Source: an optimization exercise on an open RTL-to-GDS flow (aim: a short achievable clock period and few clock cycles). Production flows keep margins and buffers that such runs may drop. Function was checked by simulation only, so behaviour that the tests miss may differ from the original. Power figures rest on the tool's default switching activity, not on a simulated workload.

==> flow/design.v <==
`timescale 1ns / 1ps
module PC(reset,
          clk,
          i_pc_keep,
          i_pc,
          o_pc);
    input reset;
    input clk;
    input i_pc_keep;
    input [31:0] i_pc;
    output reg [31:0] o_pc;
    reg [31:0] num;
    always@(posedge reset or posedge clk) begin
        if (reset) begin
            o_pc <= 0;
        end
        else if (i_pc_keep) begin
            o_pc <= o_pc;
        end
        else begin
            o_pc <= i_pc;
        end
    end
endmodule
`timescale 1ns / 1ps
module IF_ID_Register(reset,
                      clk,
                      i_pc_4,
                      i_instruction,
                      i_flush,
                      i_keep,
                      o_pc_4,
                      o_instruction);
    input reset;
    input clk;
    input i_flush;
    input i_keep;
    input [31:0] i_pc_4;
    input [31:0] i_instruction;
    output reg [31:0] o_pc_4;
    output reg [31:0] o_instruction;
    reg [31:0] num;
    always @(posedge reset or posedge clk) begin
        if (reset) begin
            o_pc_4        <= 32'b0;
            o_instruction <= 32'b0;
        end
        else begin
            if (i_keep) begin
                o_instruction <= o_instruction;
                o_pc_4        <= o_pc_4;
            end
            else begin  
                if (i_flush) begin
                    o_instruction <= 32'b0;
                end
                else begin
                    o_instruction <= i_instruction;
                end
                o_pc_4 <= i_pc_4;
                num <= num + 1;
            end
        end
    end
endmodule
`timescale 1ns / 1ps
module Control(OpCode,
               Funct,
               PCSource,
               Branch,
               RegWrite,
               RegDst,
               MemRead,
               MemWrite,
               MemtoReg,
               ALUSrcA,
               ALUSrcB,
               Jump,
               ALUOp,
               ExtOp,
               LuiOp);
    input [5:0] OpCode;
    input [5:0] Funct;
    output reg RegWrite;
    output reg MemRead;
    output reg MemWrite;
    output reg ALUSrcA;
    output reg ALUSrcB;
    output reg ExtOp;
    output reg LuiOp;
    output reg [1:0] Jump;
    output reg [1:0] MemtoReg;
    output reg [1:0] RegDst;
    output reg [1:0] PCSource;
    output reg [2:0] ALUOp;
    output reg [2:0] Branch;
    parameter LW_OP  = 6'h23;  
    parameter SW_OP  = 6'h2b;  
    parameter LUI_OP = 6'h0f;  
    parameter ADDI_OP  = 6'h08;  
    parameter ADDIU_OP = 6'h09;  
    parameter ANDI_OP  = 6'h0c;  
    parameter SLTI_OP  = 6'h0a;  
    parameter SLTIU_OP = 6'h0b;  
    parameter BEQ_OP  = 6'h04;  
    parameter BNE_OP  = 6'h05;  
    parameter BLEZ_OP = 6'h06;  
    parameter BGTZ_OP = 6'h07;  
    parameter BLTZ_OP = 6'h01;  
    parameter J_OP   = 6'h02;  
    parameter JAL_OP = 6'h03;  
    parameter R_OP = 6'h00;  
    parameter ADD_FUN  = 6'h20;
    parameter ADDU_FUN = 6'h21;
    parameter SUB_FUN  = 6'h22;
    parameter SUBU_FUN = 6'h23;
    parameter AND_FUN = 6'h24;
    parameter OR_FUN  = 6'h25;
    parameter XOR_FUN = 6'h26;
    parameter NOR_FUN = 6'h27;
    parameter SLL_FUN  = 6'h00;
    parameter SRL_FUN  = 6'h02;
    parameter SRA_FUN  = 6'h03;
    parameter SLT_FUN  = 6'h2a;
    parameter SLTU_FUN = 6'h2b;
    parameter JR_FUN   = 6'h08;
    parameter JALR_FUN = 6'h09;
    always @(*) begin
        case(OpCode)
            J_OP,JAL_OP: begin
                PCSource <= 2'b01;  
            end
            R_OP: begin
                case(Funct)
                    JR_FUN,JALR_FUN:begin
                        PCSource <= 2'b10;  
                    end
                    default:begin
                        PCSource <= 2'b00;  
                    end
                endcase
            end
            default: begin
                PCSource <= 2'b00;  
            end
        endcase
        case(OpCode)
            BEQ_OP:begin
                Branch <= 3'b001;
            end
            BNE_OP:begin
                Branch <= 3'b010;
            end
            BLEZ_OP:begin
                Branch <= 3'b011;
            end
            BGTZ_OP:begin
                Branch <= 3'b100;
            end
            BLTZ_OP:begin
                Branch <= 3'b101;
            end
            default:begin
                Branch <= 3'b000;
            end
        endcase
        case(OpCode)
            SW_OP,BEQ_OP,BNE_OP,BLEZ_OP,BGTZ_OP,BLTZ_OP,J_OP:begin
                RegWrite <= 0;
            end
            R_OP:begin
                case(Funct)
                    JR_FUN:begin
                        RegWrite <= 0;
                    end
                    default:begin
                        RegWrite <= 1;
                    end
                endcase
            end
            default:begin
                RegWrite <= 1;
            end
        endcase
        case(OpCode)
            R_OP:begin
                case(Funct)
                    JALR_FUN:begin
                        RegDst <= 2'b10;  
                    end
                    default:begin
                        RegDst <= 2'b01;  
                    end
                endcase
            end
            JAL_OP:begin
                RegDst <= 2'b10;  
            end
            default:begin
                RegDst <= 2'b00;  
            end
        endcase
        case(OpCode)
            LW_OP:begin
                MemRead <= 1;
            end
            default:begin
                MemRead <= 0;
            end
        endcase
        case(OpCode)
            SW_OP:begin
                MemWrite <= 1;
            end
            default:begin
                MemWrite <= 0;
            end
        endcase
        case(OpCode)
            LW_OP:begin
                MemtoReg <= 2'b01;
            end
            JAL_OP:begin
                MemtoReg <= 2'b10;
            end
            LUI_OP:begin
                MemtoReg <= 2'b11;
            end
            R_OP:begin
                case(Funct)
                    JALR_FUN:begin
                        MemtoReg <= 2'b10;
                    end
                    default:begin
                        MemtoReg <= 2'b00;
                    end
                endcase
            end
            default:begin
                MemtoReg <= 2'b00;
            end
        endcase
        case(OpCode)
            R_OP:begin
                case(Funct)
                    SLL_FUN,SRL_FUN,SRA_FUN:begin
                        ALUSrcA <= 1;
                    end
                    default:begin
                        ALUSrcA <= 0;
                    end
                endcase
            end
            default:begin
                ALUSrcA <= 0;
            end
        endcase
        case(OpCode)
            R_OP,BEQ_OP,BNE_OP,BLEZ_OP,BGTZ_OP,BLTZ_OP:begin
                ALUSrcB <= 0;
            end
            default:begin
                ALUSrcB <= 1;
            end
        endcase
        case(OpCode)
            J_OP,JAL_OP:begin
                Jump <= 2'b01;
            end
            R_OP:begin
                case(Funct)
                    JR_FUN,JALR_FUN:begin
                        Jump <= 2'b10;
                    end
                    default:begin
                        Jump <= 2'b00;
                    end
                endcase
            end
            default:begin
                Jump <= 2'b00;
            end
        endcase
        case(OpCode)
            ANDI_OP:begin
                ExtOp <= 0;
            end
            default:begin
                ExtOp <= 1;
            end
        endcase
        case(OpCode)
            LUI_OP:begin
                LuiOp <= 1;
            end
            default:begin
                LuiOp <= 0;
            end
        endcase
    end
    parameter I1_ALUOP  = 3'b000;  
    parameter I2_ALUOP  = 3'b001;  
    parameter R_ALUOP   = 3'b010;  
    parameter AND_ALUOP = 3'b011;  
    parameter SLT_ALUOP = 3'b100;  
    parameter SLTU_ALUOP = 3'b101;  
    always @(*) begin
        case(OpCode)
            LW_OP,SW_OP,LUI_OP,ADDI_OP,ADDIU_OP:    ALUOp <= I1_ALUOP;
            BEQ_OP,BNE_OP,BLEZ_OP,BGTZ_OP,BLTZ_OP:  ALUOp <= I2_ALUOP;
            ANDI_OP:                                ALUOp <= AND_ALUOP;
            SLTI_OP:                                ALUOp <= SLT_ALUOP;
            SLTIU_OP:                               ALUOp <= SLTU_ALUOP;
            default:                                ALUOp <= R_ALUOP;
        endcase
    end
endmodule
`timescale 1ns / 1ps
module RegisterFile(reset,
                    clk,
                    i_reg_write,
                    i_read_register1,
                    i_read_register2,
                    i_write_register,
                    i_write_data,
                    o_read_data1,
                    o_read_data2);
    input reset, clk;
    input i_reg_write;
    input [4:0] i_read_register1, i_read_register2, i_write_register;
    input [31:0] i_write_data;
    output [31:0] o_read_data1, o_read_data2;
    reg [31:0] RF_data[31:1];
    assign o_read_data1 = (i_read_register1 == 5'b00000)? 32'h00000000: 
    (i_reg_write && i_write_register == i_read_register1)?i_write_data:
    RF_data[i_read_register1];
    assign o_read_data2 = (i_read_register2 == 5'b00000)? 32'h00000000: 
    (i_reg_write && i_write_register == i_read_register2)?i_write_data:
    RF_data[i_read_register2];
    integer i;
    always @(posedge reset or posedge clk) begin
		if (reset) begin
			for (i = 1; i < 32; i = i + 1) begin
				RF_data[i] <= 32'h00000000;
			end
		end else if (i_reg_write && (i_write_register != 5'b00000)) begin
			RF_data[i_write_register] <= i_write_data;
		end
	end
endmodule
`timescale 1ns / 1ps
module ImmediateExtension(i_extop,
                          i_luiop,
                          i_immediate,
                          o_imm_ext,
                          o_imm_ext_shift);
    input i_extop;  
    input i_luiop;  
    input [15:0] i_immediate;
    output [31:0] o_imm_ext;
    output [31:0] o_imm_ext_shift;
    wire [31:0] w_imm_ext;
    assign w_imm_ext       = {i_extop? {16{i_immediate[15]}}: 16'h0000, i_immediate};
    assign o_imm_ext_shift = w_imm_ext << 2;
    assign o_imm_ext       = i_luiop? {i_immediate, 16'h0000}: w_imm_ext;
endmodule
`timescale 1ns / 1ps
module ID_EX_Register(reset,
                      clk,
                      i_flush,
                      i_reg_write,
                      i_mem_to_reg,
                      i_mem_read,
                      i_mem_write,
                      i_reg_dst,
                      i_alu_op,
                      i_alu_src_a,
                      i_alu_src_b,
                      i_branch,
                      i_pc_4,
                      i_data_1,
                      i_data_2,
                      i_imm_ext,
                      i_imm_ext_shift,
                      i_rs,
                      i_rt,
                      i_rd,
                      i_shamt,
                      i_funct,
                      o_reg_write,
                      o_mem_to_reg,
                      o_mem_read,
                      o_mem_write,
                      o_reg_dst,
                      o_alu_op,
                      o_alu_src_a,
                      o_alu_src_b,
                      o_branch,
                      o_pc_4,
                      o_data_1,
                      o_data_2,
                      o_imm_ext,
                      o_imm_ext_shift,
                      o_rs,
                      o_rt,
                      o_rd,
                      o_shamt,
                      o_funct
                      );
    input reset;
    input clk;
    input i_flush;
    input i_reg_write;
    input i_mem_read;
    input i_mem_write;
    input i_alu_src_a;
    input i_alu_src_b;
    input [1:0] i_mem_to_reg;
    input [1:0] i_reg_dst;
    input [2:0] i_branch;
    input [2:0] i_alu_op;
    input [4:0] i_shamt;
    input [4:0] i_rs;
    input [4:0] i_rt;
    input [4:0] i_rd;
    input [5:0] i_funct;
    input [31:0] i_pc_4;
    input [31:0] i_data_1;
    input [31:0] i_data_2;
    input [31:0] i_imm_ext;
    input [31:0] i_imm_ext_shift;
    output reg o_reg_write;
    output reg o_mem_read;
    output reg o_mem_write;
    output reg o_alu_src_a;
    output reg o_alu_src_b;
    output reg [1:0] o_mem_to_reg;
    output reg [1:0] o_reg_dst;
    output reg [2:0] o_branch;
    output reg [2:0] o_alu_op;
    output reg [4:0] o_shamt;
    output reg [4:0] o_rs;
    output reg [4:0] o_rt;
    output reg [4:0] o_rd;
    output reg [5:0] o_funct;
    output reg [31:0] o_pc_4;
    output reg [31:0] o_data_1;
    output reg [31:0] o_data_2;
    output reg [31:0] o_imm_ext;
    output reg [31:0] o_imm_ext_shift;
    always @(posedge clk) begin
        if (!i_flush) begin
            o_reg_write     <= i_reg_write;
            o_mem_write     <= i_mem_write;
            o_mem_read      <= i_mem_read;
            o_alu_src_a     <= i_alu_src_a;
            o_alu_src_b     <= i_alu_src_b;
            o_branch        <= i_branch;
            o_pc_4          <= i_pc_4 ;
            o_data_1        <= i_data_1;
            o_data_2        <= i_data_2 ;
            o_mem_to_reg    <= i_mem_to_reg;
            o_reg_dst       <= i_reg_dst;
            o_alu_op        <= i_alu_op ;
            o_rs            <= i_rs;
            o_rt            <= i_rt;
            o_rd            <= i_rd;
            o_shamt         <= i_shamt;
            o_funct         <= i_funct;
            o_imm_ext       <= i_imm_ext;
            o_imm_ext_shift <= i_imm_ext_shift;
        end
        else begin
            o_reg_write     <= 0;
            o_mem_read      <= 0;
            o_mem_write     <= 0;
            o_alu_src_a     <= 0;
            o_alu_src_b     <= 0;
            o_branch        <= 0;
            o_pc_4          <= 0;
            o_data_1        <= 0;
            o_data_2        <= 0;
            o_mem_to_reg    <= 0;
            o_reg_dst       <= 0;
            o_alu_op        <= 0;
            o_rs            <= 0;
            o_rt            <= 0;
            o_rd            <= 0;
            o_shamt         <= 0;
            o_funct         <= 0;
            o_imm_ext       <= 0;
            o_imm_ext_shift <= 0;
        end
    end
endmodule
module ID_Forward(
    i_IF_ID_Rs,
    i_IF_ID_Rt,
    i_write_register_MEM,
    i_write_register_WB,
    i_EX_MEM_reg_write,
    i_MEM_WB_reg_write,
    o_forward_A,
    o_forward_B
);
input [4:0] i_IF_ID_Rs;
input [4:0] i_IF_ID_Rt;
input [4:0] i_write_register_MEM;
input [4:0] i_write_register_WB;
input i_EX_MEM_reg_write,i_MEM_WB_reg_write;
output [1:0] o_forward_A;
output [1:0] o_forward_B;
assign o_forward_A = (i_EX_MEM_reg_write && (i_write_register_MEM == i_IF_ID_Rs))?2'b01:
                     (i_MEM_WB_reg_write && (i_write_register_WB == i_IF_ID_Rs))?2'b10:
                     2'b00;
assign o_forward_B = (i_EX_MEM_reg_write && (i_write_register_MEM == i_IF_ID_Rt))?2'b01:
                     (i_MEM_WB_reg_write && (i_write_register_WB == i_IF_ID_Rt))?2'b10:
                     2'b00;
endmodule
`timescale 1ns / 1ps
module Hazard(clk,
              reset,
              i_ID_EX_reg_write,
              i_ID_EX_mem_to_reg,
              i_write_register_EX,
              i_ID_EX_Rt,
              i_IF_ID_Rs,
              i_IF_ID_Rt,
              i_EX_MEM_mem_read,
              i_write_register_MEM,
              i_branch,
              i_branch_final,
              i_jump,
              o_IF_ID_flush,
              o_ID_EX_flush,
              o_IF_ID_keep,
              o_pc_keep);
    input clk;
    input reset;
    input i_ID_EX_reg_write;
    input i_EX_MEM_mem_read;
    input i_branch_final;
    input [1:0] i_jump;
    input [1:0] i_ID_EX_mem_to_reg;
    input [2:0] i_branch;
    input [4:0] i_write_register_EX;
    input [4:0] i_ID_EX_Rt;
    input [4:0] i_IF_ID_Rs;
    input [4:0] i_IF_ID_Rt;
    input [4:0] i_write_register_MEM;
    output o_IF_ID_flush;
    output o_ID_EX_flush;
    output o_IF_ID_keep;
    output o_pc_keep;
    reg [31:0] total_stall_or_flush_num;
    wire pc_keep1,pc_keep2,pc_keep3,pc_keep4;
    assign pc_keep1    = ((i_ID_EX_mem_to_reg == 2'b01 || i_ID_EX_mem_to_reg == 2'b11) && ((i_ID_EX_Rt == i_IF_ID_Rs) || (i_ID_EX_Rt == i_IF_ID_Rt)));
    assign pc_keep2    = (i_ID_EX_mem_to_reg == 2'b10 && (i_IF_ID_Rs == 5'b11111 || i_IF_ID_Rt == 5'b11111));
    assign pc_keep3    = ((i_jump == 2'b10 || i_branch) && (i_ID_EX_reg_write && ((i_write_register_EX == i_IF_ID_Rs) || (i_write_register_EX == i_IF_ID_Rt))))?1:0;
    assign pc_keep4    = ((i_jump == 2'b10 || i_branch) && (i_EX_MEM_mem_read && ((i_write_register_MEM == i_IF_ID_Rs) || (i_write_register_MEM == i_IF_ID_Rt))))?1:0;
    assign o_pc_keep   = reset?0:(pc_keep1 || pc_keep2 || pc_keep3 || pc_keep4);
    assign o_IF_ID_keep = o_pc_keep;
    assign o_ID_EX_flush = reset?0:
                           (i_branch_final || o_pc_keep);
    assign o_IF_ID_flush = reset?0:
                           (i_branch_final || i_jump);
endmodule
`timescale 1ns / 1ps
module BranchControl(i_data1,
                     i_data2,
                     i_branch,
                     o_branch);
    input signed [31:0] i_data1;
    input signed [31:0] i_data2;
    input [2:0] i_branch;
    output reg o_branch;
    wire [1:0] w_relation;
    assign w_relation = (i_data1 < i_data2)?2'b00:
    (i_data1 > i_data2)?2'b10:
    2'b01;
    always @(*) begin
        case(i_branch)
            3'b000:begin  
                o_branch <= 0;
            end
            3'b001:begin  
                case(w_relation)
                2'b01:begin
                    o_branch <= 1;
                end
                default:begin
                    o_branch <= 0;
                end
                endcase
            end
            3'b010:begin  
                case(w_relation)
                2'b01:begin
                    o_branch <= 0;
                end
                default:begin
                    o_branch <= 1;
                end
                endcase
            end
            3'b011:begin  
                if (i_data1 < 0 || i_data1 == 0)begin
                    o_branch <= 1;
                end
                else begin
                    o_branch <= 0;
                end
            end
            3'b100:begin  
                if (i_data1>0)begin
                    o_branch <= 1;
                end
                else begin
                    o_branch <= 0;
                end
            end
            3'b101:begin  
                if (i_data1<0)begin
                    o_branch <= 1;
                end
                else begin
                    o_branch <= 0;
                end
            end
            default:begin
                o_branch <= 0;
            end
        endcase
    end
endmodule
`timescale 1ns / 1ps
module ALUControl(i_aluop,
                  i_funct,
                  o_aluconf,
                  o_sign);
    input [2:0] i_aluop;
    input [5:0] i_funct;
    output reg [3:0] o_aluconf;
    output reg o_sign;
    parameter ADD_FUN  = 6'h20;
    parameter ADDU_FUN = 6'h21;
    parameter SUB_FUN  = 6'h22;
    parameter SUBU_FUN = 6'h23;
    parameter AND_FUN = 6'h24;
    parameter OR_FUN  = 6'h25;
    parameter XOR_FUN = 6'h26;
    parameter NOR_FUN = 6'h27;
    parameter SLL_FUN  = 6'h00;
    parameter SRL_FUN  = 6'h02;
    parameter SRA_FUN  = 6'h03;
    parameter SLT_FUN  = 6'h2a;
    parameter SLTU_FUN = 6'h2b;
    parameter JR_FUN   = 6'h08;
    parameter JALR_FUN = 6'h09;
    parameter I1_ALUOP  = 3'b000;  
    parameter I2_ALUOP  = 3'b001;  
    parameter R_ALUOP   = 3'b010;  
    parameter AND_ALUOP = 3'b011;  
    parameter SLT_ALUOP = 3'b100;  
    parameter SLTU_ALUOP = 3'b101;  
    parameter AND_CONF = 4'b0000;  
    parameter OR_CONF  = 4'b0001;  
    parameter ADD_CONF = 4'b0010;  
    parameter SUB_CONF = 4'b0011;  
    parameter SLT_CONF = 4'b0100;  
    parameter NOR_CONF = 4'b0101;  
    parameter XOR_CONF = 4'b0110;  
    parameter SLL_CONF = 4'b0111;  
    parameter SRL_CONF = 4'b1000;  
    parameter SRA_CONF = 4'b1001;  
    always @(*) begin
        case(i_aluop)
        R_ALUOP: begin
            case(i_funct)
                ADDU_FUN,SUBU_FUN,SLTU_FUN: o_sign <= 0;
                default: o_sign                    <= 1;
            endcase
        end
        SLTU_ALUOP:o_sign <= 0;
        default:o_sign <= 1;
        endcase
    end
    always @(*) begin
        case(i_aluop)
        R_ALUOP:begin  
            case(i_funct)
                ADD_FUN,ADDU_FUN:o_aluconf  <= ADD_CONF;
                SUB_FUN,SUBU_FUN:o_aluconf  <= SUB_CONF;
                AND_FUN:o_aluconf <= AND_CONF;
                OR_FUN:o_aluconf  <= OR_CONF;
                XOR_FUN:o_aluconf <= XOR_CONF;
                NOR_FUN:o_aluconf <= NOR_CONF;
                SLT_FUN,SLTU_FUN:o_aluconf  <= SLT_CONF;
                SLL_FUN:o_aluconf  <= SLL_CONF;
                SRL_FUN:o_aluconf  <= SRL_CONF;
                SRA_FUN:o_aluconf  <= SRA_CONF;
                default:o_aluconf  <= ADD_CONF;
            endcase
        end
        I1_ALUOP:  
            o_aluconf <= ADD_CONF;
        I2_ALUOP:  
            o_aluconf <= SUB_CONF;
        AND_ALUOP:  
            o_aluconf <= AND_CONF;
        SLT_ALUOP:  
            o_aluconf <= SLT_CONF;
        SLTU_ALUOP:  
            o_aluconf <= SLT_CONF;
        default:
            o_aluconf <= ADD_CONF;
        endcase
    end
endmodule
`timescale 1ns / 1ps
module ALU(i_alu_conf,
           i_sign,
           i_data_1,
           i_data_2,
           o_result);
    input [3:0] i_alu_conf;
    input i_sign;
    input [31:0] i_data_1;
    input [31:0] i_data_2;
    output reg [31:0] o_result;
    parameter AND_CONF = 4'b0000;  
    parameter OR_CONF  = 4'b0001;  
    parameter ADD_CONF = 4'b0010;  
    parameter SUB_CONF = 4'b0011;  
    parameter SLT_CONF = 4'b0100;  
    parameter NOR_CONF = 4'b0101;  
    parameter XOR_CONF = 4'b0110;  
    parameter SLL_CONF = 4'b0111;  
    parameter SRL_CONF = 4'b1000;  
    parameter SRA_CONF = 4'b1001;  
    always @(*) begin
        case(i_alu_conf)
            AND_CONF: o_result <= i_data_1 & i_data_2;
            OR_CONF: o_result  <= i_data_1 | i_data_2;
            ADD_CONF: o_result <= i_data_1 + i_data_2;
            SUB_CONF: o_result <= i_data_1 - i_data_2;
            SLT_CONF: begin
                if (i_sign) begin  
                    case({i_data_1[31],i_data_2[31]})  
                        2'b01: o_result <= 0;
                        2'b10: o_result <= 1;
                        2'b00: o_result <= (i_data_1<i_data_2);
                        2'b11: o_result <= (i_data_1[30:0]<i_data_2[30:0]);
                    endcase
                end
                else  
                o_result <= (i_data_1 < i_data_2);
            end
            NOR_CONF: o_result <= ~(i_data_1 | i_data_2);
            XOR_CONF: o_result <= (i_data_1 ^ i_data_2);
            SLL_CONF: o_result <= (i_data_2 << i_data_1);
            SRL_CONF: o_result <= (i_data_2 >> i_data_1);
            SRA_CONF: o_result <= ({{32{i_data_2[31]}}, i_data_2} >> i_data_1);  
            default: o_result <= 0;
        endcase
    end
endmodule
`timescale 1ns / 1ps
module EX_Forward(i_ID_EX_Rs,
                  i_ID_EX_Rt,
                  i_write_register_MEM,
                  i_write_register_WB,
                  i_EX_MEM_reg_write,
                  i_MEM_WB_reg_write,
                  o_forward_A,
                  o_forward_B);
    input i_EX_MEM_reg_write;
    input i_MEM_WB_reg_write;
    input [4:0] i_ID_EX_Rs;
    input [4:0] i_ID_EX_Rt;
    input [4:0] i_write_register_MEM;
    input [4:0] i_write_register_WB;
    output [1:0] o_forward_A;
    output [1:0] o_forward_B;
    wire [1:0] w_forward_A;
    wire [1:0] w_forward_B;
    wire w_cond1;
    assign w_cond1 = (i_EX_MEM_reg_write && i_write_register_MEM);
    wire w_cond2;
    assign w_cond2 = (i_MEM_WB_reg_write && i_write_register_WB);
    assign w_forward_A = (w_cond1 && (i_write_register_MEM == i_ID_EX_Rs))?2'b01:2'b00;
    assign w_forward_B = (w_cond1 && (i_write_register_MEM == i_ID_EX_Rt))?2'b01:2'b00;
    assign o_forward_A = (w_cond2 && (i_write_register_WB == i_ID_EX_Rs)&&!w_forward_A)?2'b10:w_forward_A;
    assign o_forward_B = (w_cond2 && (i_write_register_WB == i_ID_EX_Rt)&&!w_forward_B)?2'b10:w_forward_B;
endmodule
`timescale 1ns / 1ps
module EX_MEM_Register(reset,
                       clk,
                       i_reg_write,
                       i_mem_to_reg,
                       i_mem_read,
                       i_mem_write,
                       i_pc_4,
                       i_data_2,
                       i_imm_ext,
                       i_write_register,
                       i_rt,
                       i_rd,
                       i_alu_result,
                       o_reg_write,
                       o_mem_to_reg,
                       o_mem_read,
                       o_mem_write,
                       o_pc_4,
                       o_data_2,
                       o_imm_ext,
                       o_write_register,
                       o_rt,
                       o_rd,
                       o_alu_result);
    input reset;
    input clk;
    input i_reg_write;
    input i_mem_read;
    input i_mem_write;
    input [1:0] i_mem_to_reg;
    input [4:0] i_write_register;
    input [4:0] i_rt;
    input [4:0] i_rd;
    input [31:0] i_pc_4;
    input [31:0] i_data_2;
    input [31:0] i_imm_ext;
    input [31:0] i_alu_result;
    output reg o_reg_write;
    output reg o_mem_read;
    output reg o_mem_write;
    output reg [1:0] o_mem_to_reg;
    output reg [4:0] o_write_register;
    output reg [4:0] o_rt;
    output reg [4:0] o_rd;
    output reg [31:0] o_pc_4;
    output reg [31:0] o_data_2;
    output reg [31:0] o_imm_ext;
    output reg [31:0] o_alu_result;
    always @(posedge clk) begin
            o_reg_write      <= i_reg_write;
            o_mem_write      <= i_mem_write;
            o_mem_read       <= i_mem_read;
            o_pc_4           <= i_pc_4;
            o_data_2         <= i_data_2;
            o_mem_to_reg     <= i_mem_to_reg;
            o_write_register <= i_write_register;
            o_rt             <= i_rt;
            o_rd             <= i_rd;
            o_imm_ext        <= i_imm_ext;
            o_alu_result     <= i_alu_result;
    end
endmodule
`timescale 1ns / 1ps
module MEM_Forward(i_EX_MEM_Rt,
                   i_MEM_WB_Rt,
                   i_EX_MEM_mem_write,
                   i_MEM_WB_mem_to_reg,
                   o_forward);
    input [4:0] i_EX_MEM_Rt;
    input [4:0] i_MEM_WB_Rt;
    input [1:0] i_MEM_WB_mem_to_reg;
    input i_EX_MEM_mem_write;
    output o_forward;
    assign o_forward = (i_EX_MEM_Rt && i_EX_MEM_mem_write && (i_MEM_WB_mem_to_reg == 2'b01 || i_MEM_WB_mem_to_reg == 2'b11) && i_EX_MEM_Rt == i_MEM_WB_Rt)?1:
                       (i_EX_MEM_Rt == 5'b11111 && i_EX_MEM_mem_write && i_MEM_WB_mem_to_reg == 2'b10)?1:0;
endmodule
`timescale 1ns / 1ps
module MEM_WB_Register(reset,
                       clk,
                       i_result,
                       i_mem_read_data,
                       i_pc_4,
                       i_imm_ext_out,
                       i_reg_write,
                       i_mem_to_reg,
                       i_mem_read,
                       i_write_register,
                       i_rt,
                       i_rd,
                       o_result,
                       o_mem_read_data,
                       o_pc_4,
                       o_imm_ext_out,
                       o_reg_write,
                       o_mem_to_reg,
                       o_mem_read,
                       o_write_register,
                       o_rt,
                       o_rd);
    input reset;
    input clk;
    input i_reg_write;
    input i_mem_read;
    input [1:0] i_mem_to_reg;
    input [4:0] i_write_register;
    input [4:0] i_rt;
    input [4:0] i_rd;
    input [31:0] i_result;
    input [31:0] i_mem_read_data;
    input [31:0] i_pc_4;
    input [31:0] i_imm_ext_out;
    output reg o_reg_write;
    output reg o_mem_read;
    output reg [1:0] o_mem_to_reg;
    output reg [4:0] o_write_register;
    output reg [4:0] o_rt;
    output reg [4:0] o_rd;
    output reg [31:0] o_result;
    output reg [31:0] o_mem_read_data;
    output reg [31:0] o_pc_4;
    output reg [31:0] o_imm_ext_out;
    always @(posedge clk) begin
            o_reg_write      <= i_reg_write;
            o_mem_read       <= i_mem_read;
            o_pc_4           <= i_pc_4;
            o_mem_to_reg     <= i_mem_to_reg;
            o_result         <= i_result;
            o_mem_read_data  <= i_mem_read_data;
            o_imm_ext_out    <= i_imm_ext_out;
            o_write_register <= i_write_register;
            o_rt             <= i_rt;
            o_rd             <= i_rd;
    end
endmodule
`timescale 1ns / 1ps
module CPU(reset,
           clk,
           imem_addr,
           imem_data,
           dmem_addr,
           dmem_wdata,
           dmem_we,
           dmem_rdata);
    input reset;
    input clk;
    output [31:0] imem_addr;
    input [31:0] imem_data;
    output [31:0] dmem_addr;
    output [31:0] dmem_wdata;
    output dmem_we;
    input [31:0] dmem_rdata;
    wire [31:0] i_pc;
    wire [31:0] o_pc;
    wire [31:0] pc_IF;
    wire pc_keep;
    PC U_PC(
    .reset(reset),
    .clk(clk),
    .i_pc_keep(pc_keep),
    .i_pc(i_pc),
    .o_pc(o_pc)
    );
    assign pc_IF = o_pc + 4;
    wire [31:0] instruction_IF;
    assign imem_addr      = o_pc;
    assign instruction_IF = imem_data;
    wire flush_IF_ID;
    wire keep_IF_ID;
    wire [31:0] instruction_ID;
    wire [31:0] pc_ID;
    IF_ID_Register U_IF_ID_Register(
    .reset(reset),
    .clk(clk),
    .i_pc_4(pc_IF),
    .i_instruction(instruction_IF),
    .i_flush(flush_IF_ID),
    .i_keep(keep_IF_ID),
    .o_pc_4(pc_ID),
    .o_instruction(instruction_ID)
    );
    wire reg_write_ID;
    wire mem_read_ID;
    wire mem_write_ID;
    wire alu_src_a_ID;
    wire alu_src_b_ID;
    wire ext_op_ID;
    wire lui_op_ID;
    wire [1:0] jump_ID;
    wire [1:0] mem_to_reg_ID;
    wire [1:0] reg_dst_ID;
    wire [1:0] pc_source_ID;
    wire [2:0] alu_op_ID;
    wire [2:0] branch_ID;
    wire [5:0] opcode;
    wire [4:0] rs_ID;
    wire [4:0] rt_ID;
    wire [4:0] rd_ID;
    wire [4:0] shamt_ID;
    wire [5:0] funct_ID;
    wire [15:0] immediate_ID;
    wire [25:0] imm_address_ID;
    assign opcode         = instruction_ID[31:26];
    assign rs_ID          = instruction_ID[25:21];
    assign rt_ID          = instruction_ID[20:16];
    assign rd_ID          = instruction_ID[15:11];
    assign shamt_ID       = instruction_ID[10:6];
    assign funct_ID       = instruction_ID[5:0];
    assign immediate_ID   = {rd_ID,shamt_ID,funct_ID};
    assign imm_address_ID = {rs_ID,rt_ID,immediate_ID};
    wire reg_write_WB;
    wire [4:0] write_register_WB;
    wire [31:0] write_register_data_WB;
    wire [31:0] read_data_1_ID;
    wire [31:0] read_data_2_ID;
    Control U_Control(
    .OpCode(opcode),
    .Funct(funct_ID),
    .PCSource(pc_source_ID),
    .Branch(branch_ID),
    .RegWrite(reg_write_ID),
    .RegDst(reg_dst_ID),
    .MemRead(mem_read_ID),
    .MemWrite(mem_write_ID),
    .MemtoReg(mem_to_reg_ID),
    .ALUSrcA(alu_src_a_ID),
    .ALUSrcB(alu_src_b_ID),
    .Jump(jump_ID),
    .ALUOp(alu_op_ID),
    .ExtOp(ext_op_ID),
    .LuiOp(lui_op_ID)
    );
    RegisterFile U_RegisterFile(
    .reset(reset),
    .clk(clk),
    .i_reg_write(reg_write_WB),
    .i_read_register1(rs_ID),
    .i_read_register2(rt_ID),
    .i_write_register(write_register_WB),
    .i_write_data(write_register_data_WB),
    .o_read_data1(read_data_1_ID),
    .o_read_data2(read_data_2_ID)
    );
    wire [31:0] jump_address;
    assign jump_address = {pc_ID[31:28],imm_address_ID,2'b00};
    wire [31:0] imm_ext_out_ID;
    wire [31:0] imm_ext_shift_ID;
    ImmediateExtension U_ImmediateExtension(
    .i_extop(ext_op_ID),
    .i_luiop(lui_op_ID),
    .i_immediate(immediate_ID),
    .o_imm_ext(imm_ext_out_ID),
    .o_imm_ext_shift(imm_ext_shift_ID)
    );
    wire [31:0] branch_address;
    assign branch_address = pc_ID+imm_ext_shift_ID;
    wire flush_ID_EX;
    wire reg_write_EX;
    wire mem_read_EX;
    wire mem_write_EX;
    wire alu_src_a_EX;
    wire alu_src_b_EX;
    wire ext_op_EX;
    wire lui_op_EX;
    wire [1:0] mem_to_reg_EX;
    wire [1:0] reg_dst_EX;
    wire [2:0] alu_op_EX;
    wire [2:0] branch_EX;
    wire [4:0] rs_EX;
    wire [4:0] rt_EX;
    wire [4:0] rd_EX;
    wire [4:0] shamt_EX;
    wire [5:0] funct_EX;
    wire [31:0] pc_EX;
    wire [31:0] read_data_1_EX;
    wire [31:0] read_data_2_EX;
    wire [31:0] imm_ext_out_EX;
    wire [31:0] imm_ext_shift_EX;
    ID_EX_Register U_ID_EX_Register(
    .reset(reset),
    .clk(clk),
    .i_flush(flush_ID_EX),
    .i_reg_write(reg_write_ID),
    .i_mem_to_reg(mem_to_reg_ID),
    .i_mem_read(mem_read_ID),
    .i_mem_write(mem_write_ID),
    .i_reg_dst(reg_dst_ID),
    .i_alu_op(alu_op_ID),
    .i_alu_src_a(alu_src_a_ID),
    .i_alu_src_b(alu_src_b_ID),
    .i_branch(branch_ID),
    .i_pc_4(pc_ID),
    .i_data_1(read_data_1_ID),
    .i_data_2(read_data_2_ID),
    .i_imm_ext(imm_ext_out_ID),
    .i_imm_ext_shift(imm_ext_shift_ID),
    .i_rs(rs_ID),
    .i_rt(rt_ID),
    .i_rd(rd_ID),
    .i_shamt(shamt_ID),
    .i_funct(funct_ID),
    .o_reg_write(reg_write_EX),
    .o_mem_to_reg(mem_to_reg_EX),
    .o_mem_read(mem_read_EX),
    .o_mem_write(mem_write_EX),
    .o_reg_dst(reg_dst_EX),
    .o_alu_op(alu_op_EX),
    .o_alu_src_a(alu_src_a_EX),
    .o_alu_src_b(alu_src_b_EX),
    .o_branch(branch_EX),
    .o_pc_4(pc_EX),
    .o_data_1(read_data_1_EX),
    .o_data_2(read_data_2_EX),
    .o_imm_ext(imm_ext_out_EX),
    .o_imm_ext_shift(imm_ext_shift_EX),
    .o_rs(rs_EX),
    .o_rt(rt_EX),
    .o_rd(rd_EX),
    .o_shamt(shamt_EX),
    .o_funct(funct_EX)
    );
    wire reg_write_MEM;
    wire mem_read_MEM;
    wire branch_final;
    wire [1:0] forward_A_ID;
    wire [1:0] forward_B_ID;
    wire [4:0] rd_MEM;
    wire [4:0] rd_WB;
    wire [4:0] write_register_MEM;
    wire [4:0] write_register_EX;
    ID_Forward U_ID_Forward(
    .i_IF_ID_Rs(rs_ID),
    .i_IF_ID_Rt(rt_ID),
    .i_write_register_MEM(write_register_MEM),
    .i_write_register_WB(write_register_WB),
    .i_EX_MEM_reg_write(reg_write_MEM),
    .i_MEM_WB_reg_write(reg_write_WB),
    .o_forward_A(forward_A_ID),
    .o_forward_B(forward_B_ID)
    );
    Hazard U_Hazard(
    .clk(clk),
    .reset(reset),
    .i_ID_EX_reg_write(reg_write_EX),
    .i_ID_EX_mem_to_reg(mem_to_reg_EX),
    .i_write_register_EX(write_register_EX),
    .i_ID_EX_Rt(rt_EX),
    .i_IF_ID_Rs(rs_ID),
    .i_IF_ID_Rt(rt_ID),
    .i_EX_MEM_mem_read(mem_read_MEM),
    .i_write_register_MEM(write_register_MEM),
    .i_branch(branch_ID),
    .i_branch_final(branch_final),
    .i_jump(jump_ID),
    .o_IF_ID_flush(flush_IF_ID),
    .o_ID_EX_flush(flush_ID_EX),
    .o_IF_ID_keep(keep_IF_ID),
    .o_pc_keep(pc_keep)
    );
    wire [31:0] compare_data_1;
    wire [31:0] compare_data_2;
    wire [31:0] alu_out_MEM;
    wire [31:0] mem_read_data_WB;
    assign compare_data_1 = (forward_A_ID == 2'b01)?alu_out_MEM:
    (forward_A_ID == 2'b10)?write_register_data_WB:
    read_data_1_ID;
    assign compare_data_2 = (forward_B_ID == 2'b01)?alu_out_MEM:
    (forward_B_ID == 2'b10)?write_register_data_WB:
    read_data_2_ID;
    BranchControl U_BranchControl(
    .i_data1(compare_data_1),
    .i_data2(compare_data_2),
    .i_branch(branch_ID),
    .o_branch(branch_final)
    );
    wire [3:0] alu_conf;
    wire sign;
    ALUControl U_ALUControl(
    .i_aluop(alu_op_EX),
    .i_funct(funct_EX),
    .o_aluconf(alu_conf),
    .o_sign(sign)
    );
    wire [31:0] alu_in1;
    wire [31:0] alu_in2;
    wire [31:0] alu_out_EX;
    ALU U_ALU(
    .i_alu_conf(alu_conf),
    .i_sign(sign),
    .i_data_1(alu_in1),
    .i_data_2(alu_in2),
    .o_result(alu_out_EX)
    );
    wire [1:0] forward_A_EX;
    wire [1:0] forward_B_EX;
    EX_Forward U_EX_Forward(
    .i_ID_EX_Rs(rs_EX),
    .i_ID_EX_Rt(rt_EX),
    .i_write_register_MEM(write_register_MEM),
    .i_write_register_WB(write_register_WB),
    .i_EX_MEM_reg_write(reg_write_MEM),
    .i_MEM_WB_reg_write(reg_write_WB),
    .o_forward_A(forward_A_EX),
    .o_forward_B(forward_B_EX)
    );
    wire mem_write_MEM;
    wire [1:0] mem_to_reg_MEM;
    wire [4:0] rt_MEM;
    wire [31:0] pc_MEM;
    wire [31:0] read_data_2_MEM;
    wire [31:0] imm_ext_out_MEM;
    wire [31:0] w_result_1;
    wire [31:0] w_result_2;
    EX_MEM_Register U_EX_MEM_Register(
    .reset(reset),
    .clk(clk),
    .i_reg_write(reg_write_EX),
    .i_mem_to_reg(mem_to_reg_EX),
    .i_mem_read(mem_read_EX),
    .i_mem_write(mem_write_EX),
    .i_pc_4(pc_EX),
    .i_data_2(w_result_2),
    .i_imm_ext(imm_ext_out_EX),
    .i_write_register(write_register_EX),
    .i_rt(rt_EX),
    .i_rd(rd_EX),
    .i_alu_result(alu_out_EX),
    .o_reg_write(reg_write_MEM),
    .o_mem_to_reg(mem_to_reg_MEM),
    .o_mem_read(mem_read_MEM),
    .o_mem_write(mem_write_MEM),
    .o_pc_4(pc_MEM),
    .o_data_2(read_data_2_MEM),
    .o_imm_ext(imm_ext_out_MEM),
    .o_write_register(write_register_MEM),
    .o_rt(rt_MEM),
    .o_rd(rd_MEM),
    .o_alu_result(alu_out_MEM)
    );
    wire [31:0] forward_num_MEM;
    assign write_register_EX = (reg_dst_EX == 2'b00)?rt_EX:
    (reg_dst_EX == 2'b01)?rd_EX:
    (reg_dst_EX == 2'b10)?5'b11111:
    rt_EX;
    assign w_result_1 = (forward_A_EX == 2'b00)?read_data_1_EX:
    (forward_A_EX == 2'b01)?forward_num_MEM:
    (forward_A_EX == 2'b10)?write_register_data_WB:
    read_data_1_EX;
    assign w_result_2 = (forward_B_EX == 2'b00)?read_data_2_EX:
    (forward_B_EX == 2'b01)?forward_num_MEM:
    (forward_B_EX == 2'b10)?write_register_data_WB:
    read_data_2_EX;
    assign alu_in1 = (alu_src_a_EX == 0)?w_result_1:shamt_EX;
    assign alu_in2 = (alu_src_b_EX == 0)?w_result_2:imm_ext_out_EX;
    assign forward_num_MEM = (mem_to_reg_MEM == 2'b00)?alu_out_MEM:
    (mem_to_reg_MEM == 2'b10)?pc_MEM:
    (mem_to_reg_MEM == 2'b11)?imm_ext_out_MEM:
    alu_out_MEM;
    wire [31:0] mem_write_data;
    assign dmem_addr  = alu_out_MEM;
    assign dmem_wdata = mem_write_data;
    assign dmem_we    = mem_write_MEM;
    wire mem_read_WB;
    wire forward_MEM;
    wire [1:0] mem_to_reg_WB;
    wire [4:0] rt_WB;
    MEM_Forward U_MEM_Forward(
    .i_EX_MEM_Rt(rt_MEM),
    .i_MEM_WB_Rt(rt_WB),
    .i_EX_MEM_mem_write(mem_write_MEM),
    .i_MEM_WB_mem_to_reg(mem_to_reg_WB),
    .o_forward(forward_MEM)
    );
    wire [31:0] alu_out_WB;
    wire [31:0] pc_WB;
    wire [31:0] imm_ext_out_WB;
    wire [31:0] mem_read_data_final_MEM;
    MEM_WB_Register U_MEM_WB_Register(
    .reset(reset),
    .clk(clk),
    .i_result(alu_out_MEM),
    .i_mem_read_data(mem_read_data_final_MEM),
    .i_pc_4(pc_MEM),
    .i_imm_ext_out(imm_ext_out_MEM),
    .i_reg_write(reg_write_MEM),
    .i_mem_to_reg(mem_to_reg_MEM),
    .i_mem_read(mem_read_MEM),
    .i_write_register(write_register_MEM),
    .i_rt(rt_MEM),
    .i_rd(rd_MEM),
    .o_result(alu_out_WB),
    .o_mem_read_data(mem_read_data_WB),
    .o_pc_4(pc_WB),
    .o_imm_ext_out(imm_ext_out_WB),
    .o_reg_write(reg_write_WB),
    .o_mem_to_reg(mem_to_reg_WB),
    .o_mem_read(mem_read_WB),
    .o_write_register(write_register_WB),
    .o_rt(rt_WB),
    .o_rd(rd_WB)
    );
    assign mem_read_data_final_MEM = dmem_rdata;
    assign mem_write_data          = (forward_MEM == 0)?read_data_2_MEM:write_register_data_WB;
    assign write_register_data_WB = (mem_to_reg_WB == 2'b00)?alu_out_WB:
    (mem_to_reg_WB == 2'b01)?mem_read_data_WB:
    (mem_to_reg_WB == 2'b10)?pc_WB:
    (mem_to_reg_WB == 2'b11)?imm_ext_out_WB:
    alu_out_WB;
    wire [31:0] w_pc;
    wire [31:0] jump_reg_address;
    assign jump_reg_address = (forward_A_ID == 2'b01)?alu_out_MEM:
                              (forward_A_ID == 2'b10)?write_register_data_WB:
                              read_data_1_ID;
    assign w_pc = (pc_source_ID == 2'b01)?jump_address:
                  (pc_source_ID == 2'b10)?jump_reg_address:
                  pc_IF;
    assign i_pc = (branch_final == 0)?w_pc:branch_address;
endmodule
==> flow/run.sh <==
#!/bin/bash
# synth_recipe.tcl (not shown) runs the flow's synth.tcl, then flattens the netlist and writes it again
# the make line also repeats each setting of config.mk as NAME=value (left out here)
make -C /OpenROAD-flow-scripts/flow DESIGN_CONFIG=/design/flow/config.mk WORK_HOME=/design/flow/orfs CLKGATE_MAP_FILE= SYNTH_SCRIPT=/design/flow/synth_recipe.tcl finish
==> flow/config.mk <==
export PLATFORM = sky130hd
export DESIGN_NAME = CPU
export DESIGN_NICKNAME = CPU
export VERILOG_FILES = /design/flow/design.v
export SDC_FILE = /design/flow/constraint.sdc
export NUM_CORES = 4
export LEC_CHECK = 0
export CAP_MARGIN = 20
export CORE_MARGIN = 2
export CORE_UTILIZATION = 40
export SLEW_MARGIN = 20
==> flow/constraint.sdc <==
create_clock -name core_clock -period 8.7 [get_ports {clk}]
set_input_delay 1.7400 -clock core_clock [delete_from_list [all_inputs] [get_ports {clk}]]
set_output_delay 1.7400 -clock core_clock [all_outputs]
set_load 0.01 [all_outputs]
==> notes.md <==
==> through the flow <==
step	std cells	hold WS, ns	worst slack, ns	cell area (um2)	util
after floorplan	9626	0.310	-12.06	82300	-
after global placement	12000	0.312	1.17	88200	0.431
after detailed placement	12000	0.312	1.27	88300	0.432
after CTS	12300	0.314	1.21	94300	0.461
after global routing	12400	0.324	0.622	94400	0.462
final	12400	0.319	0.641	94500	0.462
==> layout make-up <==
type,count,area [um2]
fill,19900,110000
antenna,38,95.1
clock inverter,78,1070
sequential,1542,36300
timing repair buffer,594,5350
tap,2688,3360
clock buffer,236,4930
multi-input combinational,7027,42700
inverter,183,691
==> power groups by stage <==
stage               combinational (mW)  clock (mW)  sequential, mW
floorplan                         8.40           0            12.0
global placement                  14.4           0            13.9
detailed placement                14.5           0            13.8
CTS                               14.5        7.83            13.8
global route                      15.9        8.12            14.1
finish                            15.1        7.84            14.0
==> cells by family after synthesis <==
kind of cell    synth area share
mux                       0.0431
simple gates               0.189
flops                      0.441
compound gates             0.238
fa+ha+maj                 0.0257
buf+inv                   0.0496
xor+xnor                  0.0137
==> how the worst max path moves through the flow <==
stage                                              to                             startpoint  slack, ns
global placement                                 flop     U_IF_ID_Register.o_instruction[17]       1.17
floorplan                  U_IF_ID_Register.o_pc_4[3]                                  reset     -12.06
finish                   U_ID_EX_Register.o_data_2[5]     U_IF_ID_Register.o_instruction[24]       0.64
detailed placement       U_ID_EX_Register.o_data_2[9]     U_IF_ID_Register.o_instruction[24]       1.27
global route        U_EX_MEM_Register.o_alu_result[0]  U_MEM_WB_Register.o_write_register[2]       0.62
CTS                      U_ID_EX_Register.o_data_2[9]     U_IF_ID_Register.o_instruction[24]       1.21
==> Yosys cell counts (all sizes together) (127+ instances only) <==
cell type / number / area, um2
a22oi: 332 / 2490
a21oi: 415 / 2080
mux2i: 252 / 2520
clkbuf: 747 / 2800
nor2: 625 / 2350
inv: 181 / 679
buf: 127 / 589
ha: 164 / 2050
nand2: 1481 / 5560
and3: 344 / 2150
nand3: 270 / 1360
dfxtp: 454 / 9090
nand4: 190 / 1190
dfrtp: 1088 / 27200
a221oi: 199 / 1740
o21ai: 1261 / 6310
==> metal layers <==
layer | vias up | track usage
met5 | - | 0
met4 | 42 | 0.279
met3 | 1868 | 0.172
met2 | 7097 | 0.629
li1 | 34900 | -
met1 | 42200 | 0.619
==> impl_summary.txt <==
----------------------------------------------------
[Critical path]
  R2R setup slack ... 0.64 ns
  Maximum fanout encountered on the critical timing path ... between 40 and 50
  Reg2Reg Launch Point ... U_IF_ID_Register.o_instruction[24]
  Reg2reg end ... U_ID_EX_Register.o_data_2[5]
  Family with the most delay on the worst path ... compound AO/OA/AOI/OAI gates
  Total number of cells along the worst setup path ... 21
  Kind of end point of the critical path ... flop
  Kind of critical path ... reg2reg
  Number of buffers and inverters on the critical path ... 4
  CP max-delay cell ... nor2_1
  CP most frequent cell ... buf_4
  Largest stage delay on the critical path ... between 1 and 1.5 ns
  Arrival time at the worst endpoint ... roughly 8.8 ns
  Element type at the critical path start ... flop
  CP Cell Sequence ... nand3b_1, nor2_1, buf_4, a22o_1, nor4_1, a21oi_1, a221o_1, ha_1, a22oi_1, nand3_1, a21oi_1, o221ai_1, o2111ai_1, o21ai_0, and3_1, o41ai_4, buf_4, buf_12, o21ai_2, buf_4, nor2_1
  R2R cell count ... 21
  Required @ worst endpoint ... 9.47 ns

[Drt]
  Count of antenna-violating nets left after detailed routing ... 0
  WL met1 ... roughly 200000 um
  Routed wire length ... approximately 500000 um
  Highest signal layer in the routed design ... met5
  Met3 Routed Length ... about 70000 um
  Number of vias per cell ... approximately 6.9
  Vias after detailed routing ... 86100
  DRC errors left ... 0
  Count of routing violations after the opening detailed-route iteration ... approximately 15000
  Wirelength per Cell ... between 40 and 50 um
  Met2 Wirelength ... ~200000 um
  Total iterations of the first detailed-routing run ... 12

[Clock network]
  Number of buffers created by CTS ... 174
  Clock tree from TritonCTS ... yes
  Clock sink count ... 1542
  Postcts setup bufs ... 0
  Clock slew at the register clock pins of the worst setup and hold paths ... ~0.070 ns
  Maximum level of the CTS H-tree ... 4
  Post-cts sizing count ... 0
  Buffer depth of the longest clock path ... 3
  Total of hold buffers inserted after clock tree synthesis ... 0
  CTS root buf ... clkbuf_16
  Clk Latency, worst-skew pair ... between 0.8 and 0.9 ns

[Power]
  Leak pwr ... between 40 and 50 nW
  P_int ... around 20 mW
  Reported net switching power ... 17.5 mW
  Combinational share of power ... 0.409
  Power per cell area ... ~390 nW/um2
  Part of the power in the clock network ... 0.212
  Switching share of total power ... 0.473
  VDD IR-drop max ... 0.000238 V
  Post-route total power ... between 30 and 40 mW
  Share of power burned in registers ... 0.378

[Global routing]
  First-pass GRT wire length ... approximately 680000 um
  Grt ovf ... 0
  Maximum number of pins on one net before global-route repair ... approximately 160
  Vias in the first global route ... 79200
  Total global-route track usage ... 0.462
  Antenna violations before repair ... 64

[STA]
  Setup repair after global routing missed its margin ... false
  Number of max-slew violations in the final report ... 0
  Max-slew headroom ... 0.106
  Endpoints failing setup ... 0
  TNS Setup ... 0 ns
  Highest attainable clock frequency ... 124 MHz
  Post-layout minimum cycle time ... 8.06 ns
  Part of the cycle the worst path needs ... 0.926
  Final number of hold-violating endpoints ... 0
  Clock Skews ... approximately 0.064 ns
  Slew at the pin closest to its max-slew limit ... roughly 1.3 ns

[Logic synthesis]
  Syn Area/Cell ... between 8 and 9 um2
  Number of cells produced by synthesis ... ~9600
  Sequential area share after synthesis ... 0.441
  Count of flip-flops with a built-in enable after synthesis ... 0
  Warnings, synthesis ... 11
  Share of flip-flops with an asynchronous set or reset after synthesis ... 0.706
  Unique masters post-synth ... 95
  Flip-flop and latch count after synthesis ... ~1500
  Post-Syn Nets ... 9859
  Post-synth top flop ... dfrtp_1
  Post-synthesis instance area ... approximately 82000 um2

[Finish]
  Layout Nets ... roughly 10000
  Synthesis-to-finish area growth ... 14.9%
  Most frequent cells in the layout ... 1458 x nand2_1, 1226 x o21ai_0, 1083 x dfrtp_1
  Number of flip-flops under the largest register name ... a little under 1000
  Top reg by flops ... U_RegisterFile.RF_data
  Most frequent standard cell in the layout excluding fill and tap cells ... nand2_1
  Fraction of final layout cells with drive strength greater than 1 ... 0.102

[Placement]
  Final Wtd Congestion ... ~1.0
  Detailed placer's ending HPWL ... 347000 um
  Input/output buffers ... approximately 160

[Min path]
  Worst Hold Class ... reg2reg
  Hold path endpoint ... U_MEM_WB_Register.o_imm_ext_out[20]
  Hold path start ... U_EX_MEM_Register.o_imm_ext[20]
  Hold Path Cell Cnt ... 0

[Flow run]
  Number of max-cap violations ... 0

[Status]
  Result of the run ... finished clean

[Floorplan]
  Effective utilization at floorplan ... 0.402
  Row count ... 166
  Core Region ... 205000 um2
  Number of primary I/O pins ... 163
  Height of the chip ... between 400 and 500 um
  Die W ... between 400 and 500 um
  Die Footprint ... ~210000 um2

----------------------------------------------------
Testbench counts, summed over its fixed seeds: cycles 34,129.

[port drivers added, routing unchanged]
Ports are ideal in the flow. The routed layout listed here was re-timed in OpenROAD. Step 1 assumes that a clkbuf_16 drives the clock port and a buf_2 every other input. Step 2 times the ports against the registers' clock, not the clock port: input delays grow and output delays shrink by t, the midpoint of the rising clock arrivals with the driver on. Slacks: ideal ports / drivers / drivers and shift; pairs: ideal ports / drivers.
shift t [ns]: 0.958
setup WS [ns]: 0.641 / 0.641 / 0.641
worst setup path at the end: register to register
worst slew at a driven data input, ns: 0.08
After both steps setup and hold are still met in this run. The setup slack of this run moves by 0.000 ns with the drivers and by 0.000 ns with both steps.
